Source: an optimization exercise on an open RTL-to-GDS flow (aim: small area). Production flows keep margins and buffers that such runs may drop. In this exercise RTL edits were held to simulation tests only and were not proved equivalent to the original.

==> module srl_fifo, before the edit <==
module srl_fifo #(
   parameter WIDTH=8,
   parameter REV=0,
   parameter BUS=0
   ) (
   input              clk,
   input              rst,
   input              wr,
   input              rd,
   input              rev,
   input              sel,
   input              phase,
   input  [WIDTH-1:0] din_x,
   output [WIDTH-1:0] dor,
   output             empty,
   output             full
);
wire w   = wr;
wire wn  = ~wr;
wire wa  = wr & ~rev;
wire wb  = wr &  rev;
wire ca  = wr & (sel ^ phase);
wire cb  = wr & phase;
reg  [WIDTH-1:0] mem [15:0];
wire [WIDTH-1:0] nxt [15:0];
reg  [4:0] addr;
wire       cnt_up = wr & ~rd;
wire       cnt_dn = rd & ~wr;
wire [4:0] cu, cd;
assign cu[0] = cnt_up;
assign cd[0] = cnt_dn;
genvar gc;
generate
   for (gc = 1; gc < 5; gc = gc + 1) begin : g_cnt
      assign cu[gc] = cu[gc-1] &  addr[gc-1];
      assign cd[gc] = cd[gc-1] & ~addr[gc-1];
   end
endgenerate
always @ (posedge clk)
   addr <= (addr ^ (cu | cd)) | {5{rst}};
assign empty = addr[4];
assign full  = ~addr[4] & (&addr[3:0]);
wire [15:0] seln;
genvar i, b;
generate
   for (i = 0; i < 16; i = i + 1) begin : g_ent
      assign seln[i] = ~(addr[3:0] == i);
      for (b = 0; b < WIDTH; b = b + 1) begin : g_bit
         if (i == 0 && REV != 0 && b < 8) begin : g_rev
            fifo_cell3 u_cell (
               .wa(wa), .a(din_x[b]),
               .wb(wb), .b(din_x[7-b]),
               .wn(wn), .q(mem[0][b]),
               .y(nxt[0][b])
            );
         end else if (i == 0 && BUS != 0) begin : g_bus
            fifo_cell_in u_cell (
               .ca(ca), .cb(cb), .wn(wn),
               .d(din_x[b]),
               .q(mem[0][b]),
               .y(nxt[0][b])
            );
         end else begin : g_fwd
            fifo_cell u_cell (
               .w(w), .wn(wn),
               .d(i == 0 ? din_x[b] : mem[i == 0 ? 0 : i-1][b]),
               .q(mem[i][b]),
               .y(nxt[i][b])
            );
         end
      end
      always @ (posedge clk)
         mem[i] <= nxt[i];
   end
   for (b = 0; b < WIDTH; b = b + 1) begin : g_rd
      wire [7:0] t;
      for (i = 0; i < 8; i = i + 1) begin : g_pair
         fifo_rsel u_sel (
            .sn0(seln[2*i]),   .q0(mem[2*i][b]),
            .sn1(seln[2*i+1]), .q1(mem[2*i+1][b]),
            .y(t[i])
         );
      end
      fifo_or8 u_or (.t(t), .y(dor[b]));
   end
endgenerate
endmodule
Settings: LEC_CHECK=0, ABC_AREA=1, CAP_MARGIN=0, CORE_MARGIN=2, CORE_UTILIZATION=70, CTS_BUF_LIST=sky130_fd_sc_hd__clkbuf_8, CTS_CLUSTER_DIAMETER=60, CTS_CLUSTER_SIZE=18, SLEW_MARGIN=0, SYNTH_HIERARCHICAL=1; clock period 3.5 ns.
standard.sh (not shown) runs the stock make flow with config.mk's settings and CLKGATE_MAP_FILE= SYNTH_SCRIPT=/design/flow/synth_recipe.tcl, a recipe that flattens the netlist after the stock synthesis.
==> flow/flow/run.sh <==
#!/bin/bash
# Own flow: the standard layout, but synthesis maps logic with an
# area-oriented ABC script (flow/area.abc). Each tool's output goes to a log
# file in the work folder.
set -euo pipefail
W=$(pwd)
export OWN_WORK=$W
export OWN_ABC_SCRIPT=$W/flow/area.abc
make -C "$FLOW_HOME" DESIGN_CONFIG="$W/config.mk" WORK_HOME="$W/orfs" CLKGATE_MAP_FILE= \
  SYNTH_SCRIPT="$W/flow/own_synth.tcl" synth > "$W/own_synth.log" 2>&1
export BUFFER_PORTS_ARGS="-buffer_cell sky130_fd_sc_hd__buf_1"
export REMOVE_ABC_BUFFERS=1
bash standard.sh > "$W/standard.log" 2>&1
==> flow/flow/area.abc <==
strash
dch
amap
topo
==> flow/flow/own_synth.tcl <==
proc abc {args} {
  set i [lsearch -exact $args -script]
  if {$i >= 0} { lset args [expr {$i + 1}] $::env(OWN_ABC_SCRIPT) }
  yosys abc {*}$args
}
source $::env(OWN_WORK)/synth_recipe.tcl
The starting point produced a clean layout.
Rerun with:
--- a/flow/design.v
+++ b/flow/design.v
@@ -81,8 +81,15 @@
    output y
 );
 assign y = ~(o ? b1 : b0);
 endmodule
+module fifo_sel (
+   input  a,
+   input  b,
+   output yn
+);
+assign yn = ~(a & b);
+endmodule
 module fifo_rsel (
    input  sn0,
    input  q0,
    input  sn1,
@@ -139,12 +146,21 @@
    addr <= (addr ^ (cu | cd)) | {5{rst}};
 assign empty = addr[4];
 assign full  = ~addr[4] & (&addr[3:0]);
 wire [15:0] seln;
+wire [3:0]  dec_lo, dec_hi;
+assign dec_lo[0] = ~addr[1] & ~addr[0];
+assign dec_lo[1] = ~addr[1] &  addr[0];
+assign dec_lo[2] =  addr[1] & ~addr[0];
+assign dec_lo[3] =  addr[1] &  addr[0];
+assign dec_hi[0] = ~addr[3] & ~addr[2];
+assign dec_hi[1] = ~addr[3] &  addr[2];
+assign dec_hi[2] =  addr[3] & ~addr[2];
+assign dec_hi[3] =  addr[3] &  addr[2];
 genvar i, b;
 generate
    for (i = 0; i < 16; i = i + 1) begin : g_ent
-      assign seln[i] = ~(addr[3:0] == i);
+      fifo_sel u_seln (.a(dec_lo[i % 4]), .b(dec_hi[i / 4]), .yn(seln[i]));
       for (b = 0; b < WIDTH; b = b + 1) begin : g_bit
          if (i == 0 && REV != 0 && b < 8) begin : g_rev
             fifo_cell3 u_cell (
                .wa(wa), .a(din_x[b]),
Result:
- worst setup slack gets worse by 0.027 ns
- sequential share of layout area climbs by 0.94 points
- wire length drops by about 4%
- final area drops by about 1.8%
- global-route usage drops by 2.0 points
- fmax drops by 0.81%
- register-to-register slack hardly moves

========
top_level with an RTL version that a note above also has.
For scale: ~1,200 cells after synthesis, ~0.012 sq mm of cells after synthesis.
==> module srl_fifo, before the edit <==
module srl_fifo #(
   parameter WIDTH=8,
   parameter REV=0,
   parameter BUS=0
   ) (
   input              clk,
   input              rst,
   input              wr,
   input              rd,
   input              rev,
   input              sel,
   input              phase,
   input  [WIDTH-1:0] din_x,
   output [WIDTH-1:0] dor,
   output             empty,
   output             full
);
wire w   = wr;
wire wn  = ~wr;
wire wa  = wr & ~rev;
wire wb  = wr &  rev;
wire ca  = wr & (sel ^ phase);
wire cb  = wr & phase;
reg  [WIDTH-1:0] mem [15:0];
wire [WIDTH-1:0] nxt [15:0];
reg  [4:0] addr;
wire       cnt_up = wr & ~rd;
wire       cnt_dn = rd & ~wr;
wire [4:0] cu, cd;
assign cu[0] = cnt_up;
assign cd[0] = cnt_dn;
genvar gc;
generate
   for (gc = 1; gc < 5; gc = gc + 1) begin : g_cnt
      assign cu[gc] = cu[gc-1] &  addr[gc-1];
      assign cd[gc] = cd[gc-1] & ~addr[gc-1];
   end
endgenerate
always @ (posedge clk)
   addr <= (addr ^ (cu | cd)) | {5{rst}};
assign empty = addr[4];
assign full  = ~addr[4] & (&addr[3:0]);
wire [15:0] seln;
wire [3:0]  dec_lo, dec_hi;
assign dec_lo[0] = ~addr[1] & ~addr[0];
assign dec_lo[1] = ~addr[1] &  addr[0];
assign dec_lo[2] =  addr[1] & ~addr[0];
assign dec_lo[3] =  addr[1] &  addr[0];
assign dec_hi[0] = ~addr[3] & ~addr[2];
assign dec_hi[1] = ~addr[3] &  addr[2];
assign dec_hi[2] =  addr[3] & ~addr[2];
assign dec_hi[3] =  addr[3] &  addr[2];
genvar i, b;
generate
   for (i = 0; i < 16; i = i + 1) begin : g_ent
      fifo_sel u_seln (.a(dec_lo[i % 4]), .b(dec_hi[i / 4]), .yn(seln[i]));
      for (b = 0; b < WIDTH; b = b + 1) begin : g_bit
         if (i == 0 && REV != 0 && b < 8) begin : g_rev
            fifo_cell3 u_cell (
               .wa(wa), .a(din_x[b]),
               .wb(wb), .b(din_x[7-b]),
               .wn(wn), .q(mem[0][b]),
               .y(nxt[0][b])
            );
         end else if (i == 0 && BUS != 0) begin : g_bus
            fifo_cell_in u_cell (
               .ca(ca), .cb(cb), .wn(wn),
               .d(din_x[b]),
               .q(mem[0][b]),
               .y(nxt[0][b])
            );
         end else begin : g_fwd
            fifo_cell u_cell (
               .w(w), .wn(wn),
               .d(i == 0 ? din_x[b] : mem[i == 0 ? 0 : i-1][b]),
               .q(mem[i][b]),
               .y(nxt[i][b])
            );
         end
      end
      always @ (posedge clk)
         mem[i] <= nxt[i];
   end
   for (b = 0; b < WIDTH; b = b + 1) begin : g_rd
      wire [7:0] t;
      for (i = 0; i < 8; i = i + 1) begin : g_pair
         fifo_rsel u_sel (
            .sn0(seln[2*i]),   .q0(mem[2*i][b]),
            .sn1(seln[2*i+1]), .q1(mem[2*i+1][b]),
            .y(t[i])
         );
      end
      fifo_or8 u_or (.t(t), .y(dor[b]));
   end
endgenerate
endmodule
export LEC_CHECK = 0
export ABC_AREA = 1
export CAP_MARGIN = 0
export CORE_MARGIN = 2
export CORE_UTILIZATION = 70
export CTS_BUF_LIST = sky130_fd_sc_hd__clkbuf_8
export CTS_CLUSTER_DIAMETER = 60
export CTS_CLUSTER_SIZE = 18
export SLEW_MARGIN = 0
export SYNTH_HIERARCHICAL = 1
create_clock -name core_clock -period 3.5 [get_ports {clk}]
==> flow/flow/run.sh <==
#!/bin/bash
# Own flow: the standard layout, but synthesis maps logic with an
# area-oriented ABC script (flow/area.abc). Each tool's output goes to a log
# file in the work folder.
set -euo pipefail
W=$(pwd)
export OWN_WORK=$W
export OWN_ABC_SCRIPT=$W/flow/area.abc
make -C "$FLOW_HOME" DESIGN_CONFIG="$W/config.mk" WORK_HOME="$W/orfs" CLKGATE_MAP_FILE= \
  SYNTH_SCRIPT="$W/flow/own_synth.tcl" synth > "$W/own_synth.log" 2>&1
export BUFFER_PORTS_ARGS="-buffer_cell sky130_fd_sc_hd__buf_1"
bash standard.sh > "$W/standard.log" 2>&1
Scripts as last shown in full above: flow/flow/area.abc, flow/flow/own_synth.tcl
Edit:
--- a/flow/design.v
+++ b/flow/design.v
@@ -146,7 +146,7 @@
    addr <= (addr ^ (cu | cd)) | {5{rst}};
 assign empty = addr[4];
 assign full  = ~addr[4] & (&addr[3:0]);
-wire [15:0] seln;
+wire [15:0] seln, selm;
 wire [3:0]  dec_lo, dec_hi;
 assign dec_lo[0] = ~addr[1] & ~addr[0];
 assign dec_lo[1] = ~addr[1] &  addr[0];
@@ -160,6 +160,11 @@
 generate
    for (i = 0; i < 16; i = i + 1) begin : g_ent
       fifo_sel u_seln (.a(dec_lo[i % 4]), .b(dec_hi[i / 4]), .yn(seln[i]));
+      if (WIDTH > 8) begin : g_selm
+         fifo_sel u_selm (.a(dec_lo[i % 4]), .b(dec_hi[i / 4]), .yn(selm[i]));
+      end else begin : g_nselm
+         assign selm[i] = seln[i];
+      end
       for (b = 0; b < WIDTH; b = b + 1) begin : g_bit
          if (i == 0 && REV != 0 && b < 8) begin : g_rev
             fifo_cell3 u_cell (
@@ -191,8 +196,8 @@
       wire [7:0] t;
       for (i = 0; i < 8; i = i + 1) begin : g_pair
          fifo_rsel u_sel (
-            .sn0(seln[2*i]),   .q0(mem[2*i][b]),
-            .sn1(seln[2*i+1]), .q1(mem[2*i+1][b]),
+            .sn0(WIDTH > 8 && b >= WIDTH/2 ? selm[2*i]   : seln[2*i]),   .q0(mem[2*i][b]),
+            .sn1(WIDTH > 8 && b >= WIDTH/2 ? selm[2*i+1] : seln[2*i+1]), .q1(mem[2*i+1][b]),
             .y(t[i])
          );
       end
After rerunning: The changed run passed the timing, DRC and antenna checks. Register-to-register slack is better by 70 ps. Clock-buffer cell count goes up by 1. Cell area is higher slightly. Hold slack got worse by 20 ps. Synthesized area went up slightly. Via count increases by a few percent. Flip-flop and latch count does not change. Core utilization goes up by 0.51 points. Non-clock buffer count went up by 6.

separate check: timing with driven ports:
In the flow no input, the clock included, has a driving cell. The finished layouts below were timed again as built, in two steps.
Step 1 (the two cells are an assumption about what drives the block):
set clk [get_ports {clk}]
set_driving_cell -lib_cell sky130_fd_sc_hd__clkbuf_16 $clk
set_driving_cell -lib_cell sky130_fd_sc_hd__buf_2 [delete_from_list [all_inputs] $clk]
Step 2 adds t to the input delays and takes it off the output delays; t is the mean of the earliest and latest rising clock arrival at the registers after step 1. Input paths then give back, and output paths get back, about the clock's delay inside the block.
a / b / c = no drivers / after step 1 / after step 2; a / b = the first two.
run	shift t [ns]	setup slack, ns	worst hold slack (ns)	latest minus earliest clock arrival (ns)	worst slew at a driven data input, ns
the first run of note 1	0.583	0.145 / 0.102 / 0.053	0.401 / 0.377 / 0.420	0.022 / 0.021	0.03
the second run of note 1	0.583	0.118 / 0.085 / 0.147	0.394 / 0.387 / 0.423	0.024 / 0.024	0.03
the first run of note 2	0.583	0.167 / 0.129 / 0.186	0.414 / 0.396 / 0.431	0.018 / 0.018	0.04
the second run of note 2	0.592	0.146 / 0.101 / 0.035	0.393 / 0.380 / 0.430	0.012 / 0.012	0.04
After both steps every run listed still meets setup and hold. For the second run of note 2, which loses most, drivers alone change the setup slack by -0.045 ns; drivers and shift together by -0.111 ns.
